From an optimization exercise on the open Yosys and OpenROAD flow, aimed at small area; shortcuts taken in it are not production practice. Only simulation tests tie the RTL to the original design; equivalence was not proved. No driver is modelled on the clock port, so clock power and skew are understated where the tree is cut down; a real chip needs a root buffer or a tree.

==> inputs of v37 <==
Design axi4_adapter, start of the top module:
module axi4_adapter #(
  parameter integer                     AXI_ID_WIDTH = 1,
  parameter integer                     AXI_ADDR_WIDTH = 12,
  parameter integer                     AXI_DATA_WIDTH = 32,
  parameter bit                         ALIGN_ADDR = 1'b1,
  parameter bit                         EN_SEC_MODE = 1'b1,
  parameter bit                         NO_SEC_FAIL = 0,
  parameter bit                         DECOUPLE_W = 1,
  parameter integer                     AXI_BYTE_COUNT  = AXI_DATA_WIDTH / 8
)(
  input  logic                          aclk,
  input  logic                          aresetn,
  input  logic [AXI_ID_WIDTH-1:0]       awid,
  input  logic [AXI_ADDR_WIDTH-1:0]     awaddr,
  input  logic [7:0]                    awlen,
  input  logic [2:0]                    awsize,
  input  logic [1:0]                    awburst,
  /*verilator lint_off UNUSED*/
  input  logic                          awlock,
  input  logic [3:0]                    awcache,
  /*verilator lint_on UNUSED*/
  input  logic [2:0]                    awprot,
  /*verilator lint_off UNUSED*/
  input  logic [3:0]                    awqos,
  input  logic [3:0]                    awregion,
  /*verilator lint_on UNUSED*/
  input  logic                          awvalid,
  output logic                          awready,
  input  logic [AXI_DATA_WIDTH-1:0]     wdata,
  input  logic [AXI_BYTE_COUNT-1:0]     wstrb,
  input  logic                          wlast,
  input  logic                          wvalid,
  output logic                          wready,
  output logic [AXI_ID_WIDTH-1:0]       bid,
  output logic [1:0]                    bresp,
  output logic                          bvalid,
  input  logic                          bready,
  input  logic [AXI_ID_WIDTH-1:0]       arid,
  input  logic [AXI_ADDR_WIDTH-1:0]     araddr,
  input  logic [7:0]                    arlen,
  input  logic [2:0]                    arsize,
  input  logic [1:0]                    arburst,
  /*verilator lint_off UNUSED*/
  input  logic                          arlock,
  input  logic [3:0]                    arcache,
  /*verilator lint_on UNUSED*/
  input  logic [2:0]                    arprot,
  /*verilator lint_off UNUSED*/
  input  logic [3:0]                    arqos,
  input  logic [3:0]                    arregion,
  /*verilator lint_on UNUSED*/
  input  logic                          arvalid,
  output logic                          arready,
  output logic [AXI_ID_WIDTH-1:0]       rid,
  output logic [AXI_DATA_WIDTH-1:0]     rdata,
  output logic [1:0]                    rresp,
  output logic                          rlast,
  output logic                          rvalid,
  input  logic                          rready,
  output logic [AXI_ADDR_WIDTH-1:0]     rif_waddr,
  input  logic                          rif_wvalid,
  output logic                          rif_wr_req,
  output logic [AXI_BYTE_COUNT-1:0]     rif_wstrb,
  output logic [AXI_DATA_WIDTH-1:0]     rif_wdata,
  output logic [AXI_ADDR_WIDTH-1:0]     rif_raddr,
  input  logic                          rif_rvalid,
  output logic                          rif_rd_req,
  input  logic [AXI_DATA_WIDTH-1:0]     rif_rdata
);
clock: 4.0 ns
lec_check: 0
cap_margin: 20
core_margin: 2
core_utilization: 60
slew_margin: 20
standard.sh (not shown) runs the stock make flow with config.mk's settings and CLKGATE_MAP_FILE= SYNTH_SCRIPT=/design/flow/synth_recipe.tcl, a recipe that flattens the netlist after the stock synthesis.
==> flow/flow/run.sh <==
#!/bin/bash
# The standard ORFS layout (standard.sh) with:
#  - an area-oriented ABC script for the combinational mapping (flow/my_synth.tcl),
#    and no extraction of half/full adder cells (ADDER_MAP_FILE empty), which
#    leaves the hand-written carry chains to ABC,
#  - 1x buffers on the ports,
#  - a clock tree made by hand: the clock port drives four clock buffers, each
#    driving one quarter of the flip-flops (flow/cts_manual.tcl).
# Each tool's output is logged in this folder.
set -euo pipefail
here=$(pwd)
orig=$(grep -o 'SYNTH_SCRIPT=[^ ]*' standard.sh | head -1 | cut -d= -f2-)
export ORIG_SYNTH_SCRIPT="$orig"
export MY_ABC_SCRIPT="$here/flow/abc_area.script"
sed "s#SYNTH_SCRIPT=[^ ]*#SYNTH_SCRIPT=$here/flow/my_synth.tcl#" standard.sh > my_standard.sh
export ADDER_MAP_FILE=
export BUFFER_PORTS_ARGS="-buffer_cell sky130_fd_sc_hd__buf_1"
export PRE_CTS_TCL="$here/flow/cts_manual.tcl"
export MANUAL_CTS_BUF=sky130_fd_sc_hd__clkbuf_16
export MANUAL_CTS_N=4
bash my_standard.sh > standard.log 2>&1
==> flow/flow/abc_area.script <==
&get -n
&st
&deepsyn -T 60
&st
&dch
&nf -R 1000 -p
&st
&syn2
&if -g -K 6
&synch2
&nf -R 1000 -p
&put
topo
Other scripts of this flow, unchanged in this note and not shown: flow/flow/cts_manual.tcl, flow/flow/my_synth.tcl
==> v11 (differences from v37) <==
--- a/flow/design.v
+++ b/flow/design.v
@@ -138,20 +138,18 @@
     else begin
       aw_full <= awvalid;
     end
   end : ff_aw_full
   logic aw_push;
   assign aw_push = awvalid & ~aw_full;
   always_ff @(posedge aclk) begin : ff_awb
-    if (aw_push) begin
-      awb_addr <= awaddr;
-      awb_mode <= aw_mode;
-      awb_sec  <= awprot[1];
-      awb_id   <= awid;
-    end
+    awb_addr <= (awb_addr & {12{aw_full}}) | (awaddr & {12{aw_push}});
+    awb_mode <= (awb_mode & {4{aw_full}}) | (aw_mode & {4{aw_push}});
+    awb_sec  <= (awb_sec & aw_full) | (awprot[1] & aw_push);
+    awb_id   <= (awb_id & aw_full) | (awid & aw_push);
   end : ff_awb
   always_ff @(posedge aclk) begin : ff_aw_pop_en
     if (!aresetn) begin
       aw_pop_en <= 1'b1;
     end
     else if (aw_take) begin
       aw_pop_en <= 1'b0;
--- a/flow/flow/run.sh
+++ b/flow/flow/run.sh
@@ -11,11 +11,12 @@
 here=$(pwd)
 orig=$(grep -o 'SYNTH_SCRIPT=[^ ]*' standard.sh | head -1 | cut -d= -f2-)
 export ORIG_SYNTH_SCRIPT="$orig"
 export MY_ABC_SCRIPT="$here/flow/abc_area.script"
 sed "s#SYNTH_SCRIPT=[^ ]*#SYNTH_SCRIPT=$here/flow/my_synth.tcl#" standard.sh > my_standard.sh
 export ADDER_MAP_FILE=
 export BUFFER_PORTS_ARGS="-buffer_cell sky130_fd_sc_hd__buf_1"
+export PRE_GLOBAL_PLACE_TCL="$here/flow/pre_gpl.tcl"
 export PRE_CTS_TCL="$here/flow/cts_manual.tcl"
 export MANUAL_CTS_BUF=sky130_fd_sc_hd__clkbuf_16
 export MANUAL_CTS_N=4
 bash my_standard.sh > standard.log 2>&1
==> flow/flow/abc_area.script (replaced) <==
&get -n
&st
&deepsyn -T 60
&st
&dch -f
&nf -R 30 -p
&st
&dch -f
&nf -R 30 -p
&put
topo
==> flow/flow/pre_gpl.tcl (new file) <==
# Global placement runs without timing-driven mode (GPL_TIMING_DRIVEN 0), which
# would otherwise remove the synthesis buffers; remove them here instead.
remove_buffers
Settings changed: CORE_UTILIZATION 60 to 40, GPL_TIMING_DRIVEN set to 0.
==> v27 (differences from v37) <==
--- a/flow/design.v
+++ b/flow/design.v
@@ -138,20 +138,18 @@
     else begin
       aw_full <= awvalid;
     end
   end : ff_aw_full
   logic aw_push;
   assign aw_push = awvalid & ~aw_full;
   always_ff @(posedge aclk) begin : ff_awb
-    if (aw_push) begin
-      awb_addr <= awaddr;
-      awb_mode <= aw_mode;
-      awb_sec  <= awprot[1];
-      awb_id   <= awid;
-    end
+    awb_addr <= (awb_addr & {12{aw_full}}) | (awaddr & {12{aw_push}});
+    awb_mode <= (awb_mode & {4{aw_full}}) | (aw_mode & {4{aw_push}});
+    awb_sec  <= (awb_sec & aw_full) | (awprot[1] & aw_push);
+    awb_id   <= (awb_id & aw_full) | (awid & aw_push);
   end : ff_awb
   always_ff @(posedge aclk) begin : ff_aw_pop_en
     if (!aresetn) begin
       aw_pop_en <= 1'b1;
     end
     else if (aw_take) begin
       aw_pop_en <= 1'b0;
--- a/flow/flow/run.sh
+++ b/flow/flow/run.sh
@@ -11,11 +11,12 @@
 here=$(pwd)
 orig=$(grep -o 'SYNTH_SCRIPT=[^ ]*' standard.sh | head -1 | cut -d= -f2-)
 export ORIG_SYNTH_SCRIPT="$orig"
 export MY_ABC_SCRIPT="$here/flow/abc_area.script"
 sed "s#SYNTH_SCRIPT=[^ ]*#SYNTH_SCRIPT=$here/flow/my_synth.tcl#" standard.sh > my_standard.sh
 export ADDER_MAP_FILE=
 export BUFFER_PORTS_ARGS="-buffer_cell sky130_fd_sc_hd__buf_1"
+export PRE_GLOBAL_PLACE_TCL="$here/flow/pre_gpl.tcl"
 export PRE_CTS_TCL="$here/flow/cts_manual.tcl"
 export MANUAL_CTS_BUF=sky130_fd_sc_hd__clkbuf_16
 export MANUAL_CTS_N=4
 bash my_standard.sh > standard.log 2>&1
==> flow/flow/abc_area.script (replaced) <==
&get -n
&st
&deepsyn -T 60
&st
&dch -f
&nf -R 10 -p
&st
&dch -f
&nf -R 10 -p
&put
topo
==> flow/flow/pre_gpl.tcl (new file) <==
# Global placement runs without timing-driven mode (GPL_TIMING_DRIVEN 0), which
# would otherwise remove the synthesis buffers; remove them here instead.
remove_buffers
Settings changed: CORE_UTILIZATION 60 to 55, GPL_TIMING_DRIVEN set to 0.
==> v3 (differences from v37) <==
--- a/flow/design.v
+++ b/flow/design.v
@@ -246,19 +246,20 @@
   logic                         rd_req;
   logic                         ar_hs;
   logic                         ar_sec;
   logic                         ar_sec_q;
   logic [11:0]                  raddr;
   logic [11:0]                  i_raddr;
   logic [11:0]                  next_raddr;
-  logic [3:0]                   ar_mode;
-  logic [3:0]                   ar_mode_q;
-  logic [3:0]                   i_rmode;
-  logic                         ar_wrap;
-  logic [1:0]                   ar_size;
+  logic [1:0]                   ar_size_q;
+  logic [1:0]                   ar_burst_q;
+  logic [3:1]                   ar_len_q;
+  logic [1:0]                   i_rsize;
+  logic [1:0]                   i_rburst;
+  logic [3:1]                   i_rlen;
   logic                         i_rid;
   logic                         rd_err;
   logic                         en_r_cnt_4_0;
   logic                         en_r_cnt_8_5;
   logic [4:0]                   r_cnt_4_0;
   logic [3:0]                   r_cnt_8_5;
   logic [8:0]                   r_cnt;
@@ -315,32 +316,31 @@
       end
       if (en_r_cnt_8_5) begin
         r_cnt_8_5 <= next_r_cnt[8:5];
       end
     end
   end : ff_r_cnt
   assign i_raddr  = arready ? araddr : raddr;
-  assign ar_mode[3:2] = arburst[1] ? arsize[1:0] : 2'b11;
-  assign ar_mode[1:0] = arburst[1] ? {arlen[2], arlen[3] | (arlen[1] & ~arlen[2])} :
-                        arburst[0] ? arsize[1:0] : 2'b11;
-  assign i_rmode  = arready ? ar_mode : ar_mode_q;
-  assign ar_wrap  = ~(i_rmode[3] & i_rmode[2]);
-  assign ar_size  = ar_wrap ? i_rmode[3:2] : i_rmode[1:0];
+  assign i_rsize  = arready ? arsize[1:0] : ar_size_q;
+  assign i_rburst = arready ? arburst : ar_burst_q;
+  assign i_rlen   = arready ? arlen[3:1] : ar_len_q;
   assign ar_sec   = arready ? arprot[1] : ar_sec_q;
   axi_addr u_axi_raddr (
     .addr       (i_raddr),
-    .inc        (rd_req & ~(&i_rmode)),
-    .wrap       (ar_wrap),
-    .size       (ar_size),
-    .len        ({i_rmode[1] & i_rmode[0], i_rmode[1], i_rmode[1] | i_rmode[0]}),
+    .inc        (rd_req & (i_rburst != 2'd0)),
+    .wrap       (i_rburst[1]),
+    .size       (i_rsize),
+    .len        (i_rlen),
     .next_addr  (next_raddr)
   );
   always_ff @(posedge aclk) begin : ff_raddr
     raddr      <= next_raddr;
-    ar_mode_q  <= i_rmode;
+    ar_size_q  <= i_rsize;
+    ar_burst_q <= i_rburst;
+    ar_len_q   <= i_rlen;
     ar_sec_q   <= ar_sec;
   end : ff_raddr
   always_ff @(posedge aclk) begin : ff_rid
     if (arready) begin
       i_rid <= arid;
     end
     if (!arvalid || arready) begin
==> flow/flow/run.sh (replaced) <==
#!/bin/bash
# The standard ORFS layout (standard.sh) with:
#  - an area-oriented ABC script for the combinational mapping (flow/my_synth.tcl),
#  - 1x buffers on the ports,
#  - a clock tree made by hand: the clock port drives four clock buffers, each
#    driving one quarter of the flip-flops (flow/cts_manual.tcl).
# Each tool's output is logged in this folder.
set -euo pipefail
here=$(pwd)
orig=$(grep -o 'SYNTH_SCRIPT=[^ ]*' standard.sh | head -1 | cut -d= -f2-)
export ORIG_SYNTH_SCRIPT="$orig"
export MY_ABC_SCRIPT="$here/flow/abc_area.script"
sed "s#SYNTH_SCRIPT=[^ ]*#SYNTH_SCRIPT=$here/flow/my_synth.tcl#" standard.sh > my_standard.sh
export BUFFER_PORTS_ARGS="-buffer_cell sky130_fd_sc_hd__buf_1"
export PRE_CTS_TCL="$here/flow/cts_manual.tcl"
export MANUAL_CTS_BUF=sky130_fd_sc_hd__clkbuf_16
export MANUAL_CTS_N=4
bash my_standard.sh > standard.log 2>&1
Settings changed: CORE_UTILIZATION 60 to 40.
==> run notes <==
Buf+Inv Stages, Crit Path=1; worst rel slew slack=45.8%; top cells by area, synth=dfxtp_1, buf_4, a22o_1; first-pass GRT wire length=15900 µm; WHS Endpoint=awb_mode[1]$_DFF_P_; met3 routed wirelength=1280 µm; # nets final=750; status=finished clean; Wirelength per Cell=~15 µm; Post-Route WL=about 10000 µm; Placer Congestion=0.822; skew final=approximately 0.013 ns
That was v27.
==> run notes <==
status=finished clean; worst rel slew slack=33.0%; first-pass GRT wire length=15600 µm; Placer Congestion=0.891; skew final=0.00759 ns; WHS Endpoint=i_bid$_DFFE_PN_; Buf+Inv Stages, Crit Path=1; Post-Route WL=9830 µm; # nets final=between 700 and 800; top cells by area, synth=dfxtp_1, edfxtp_1, buf_4
That was v37.
==> run notes <==
status=finished clean; first-pass GRT wire length=15800 µm; worst rel slew slack=33.0%; # nets final=746; WL met1=4470 µm; Buf+Inv Stages, Crit Path=1; Post-Route WL=9780 µm; number of synthesized register bits=107; post-synthesis sequential area ratio=roughly half; WHS Endpoint=bid$_DFFE_PN_; skew final=0.00913 ns; clk latency of the worst-skew pair=0.16 ns; met3 routed wirelength=864 µm; Wirelength per Cell=13.5 µm; top cells by area, synth=dfxtp_1, buf_4, a22o_1
That was v11.
==> run notes <==
WHS Endpoint=i_bid$_DFFE_PN_; # nets final=around 760; skew final=0.00671 ns; top cells by area, synth=dfxtp_1, edfxtp_1, ha_1; first-pass GRT wire length=15700 µm; status=finished clean; Wirelength per Cell=13.9 µm; worst rel slew slack=between 50% and 60%; Buf+Inv Stages, Crit Path=2; Post-Route WL=9800 µm; Placer Congestion=0.782
That was v3.
No run of this note takes its clock network from TritonCTS; it comes from the design's own scripts or RTL.

-- afterwards: timing with drivers on the ports --
The results above use ideal ports. As a check the final layouts listed here were re-extracted and re-timed, cells and wires unchanged.
Step 1 sets driving cells, clkbuf_16 on the clock port and buf_2 on the other inputs (assumed; they add their load-dependent delay and slew).
Step 2 adds t to the input delays and takes it off the output delays; t is the mean of the earliest and latest rising clock arrival at the registers after step 1. Input paths then give back, and output paths get back, about the clock's delay inside the block.
a / b / c = ideal / step 1 / step 2; a / b = the first two.
run	shift t [ns]	setup slack, ns	worst setup path at the end	latest minus earliest clock arrival (ns)	worst data-port slew with drivers (ns)
v37	0.233	0.566 / 0.603 / 0.370	input to register	0.008 / 0.008	0.08
v11	0.240	0.193 / 0.236 / 0.005	input to register	0.010 / 0.010	0.07
v27	0.239	0.423 / 0.471 / 0.231	input to register	0.013 / 0.013	0.15
v3	0.247	0.149 / 0.210 / -0.037	input to register	0.008 / 0.008	0.07
Met with ideal ports but missed after step 2: setup timing in v3. For v37, which loses most, drivers alone change the setup slack by +0.037 ns; drivers and shift together by -0.196 ns.
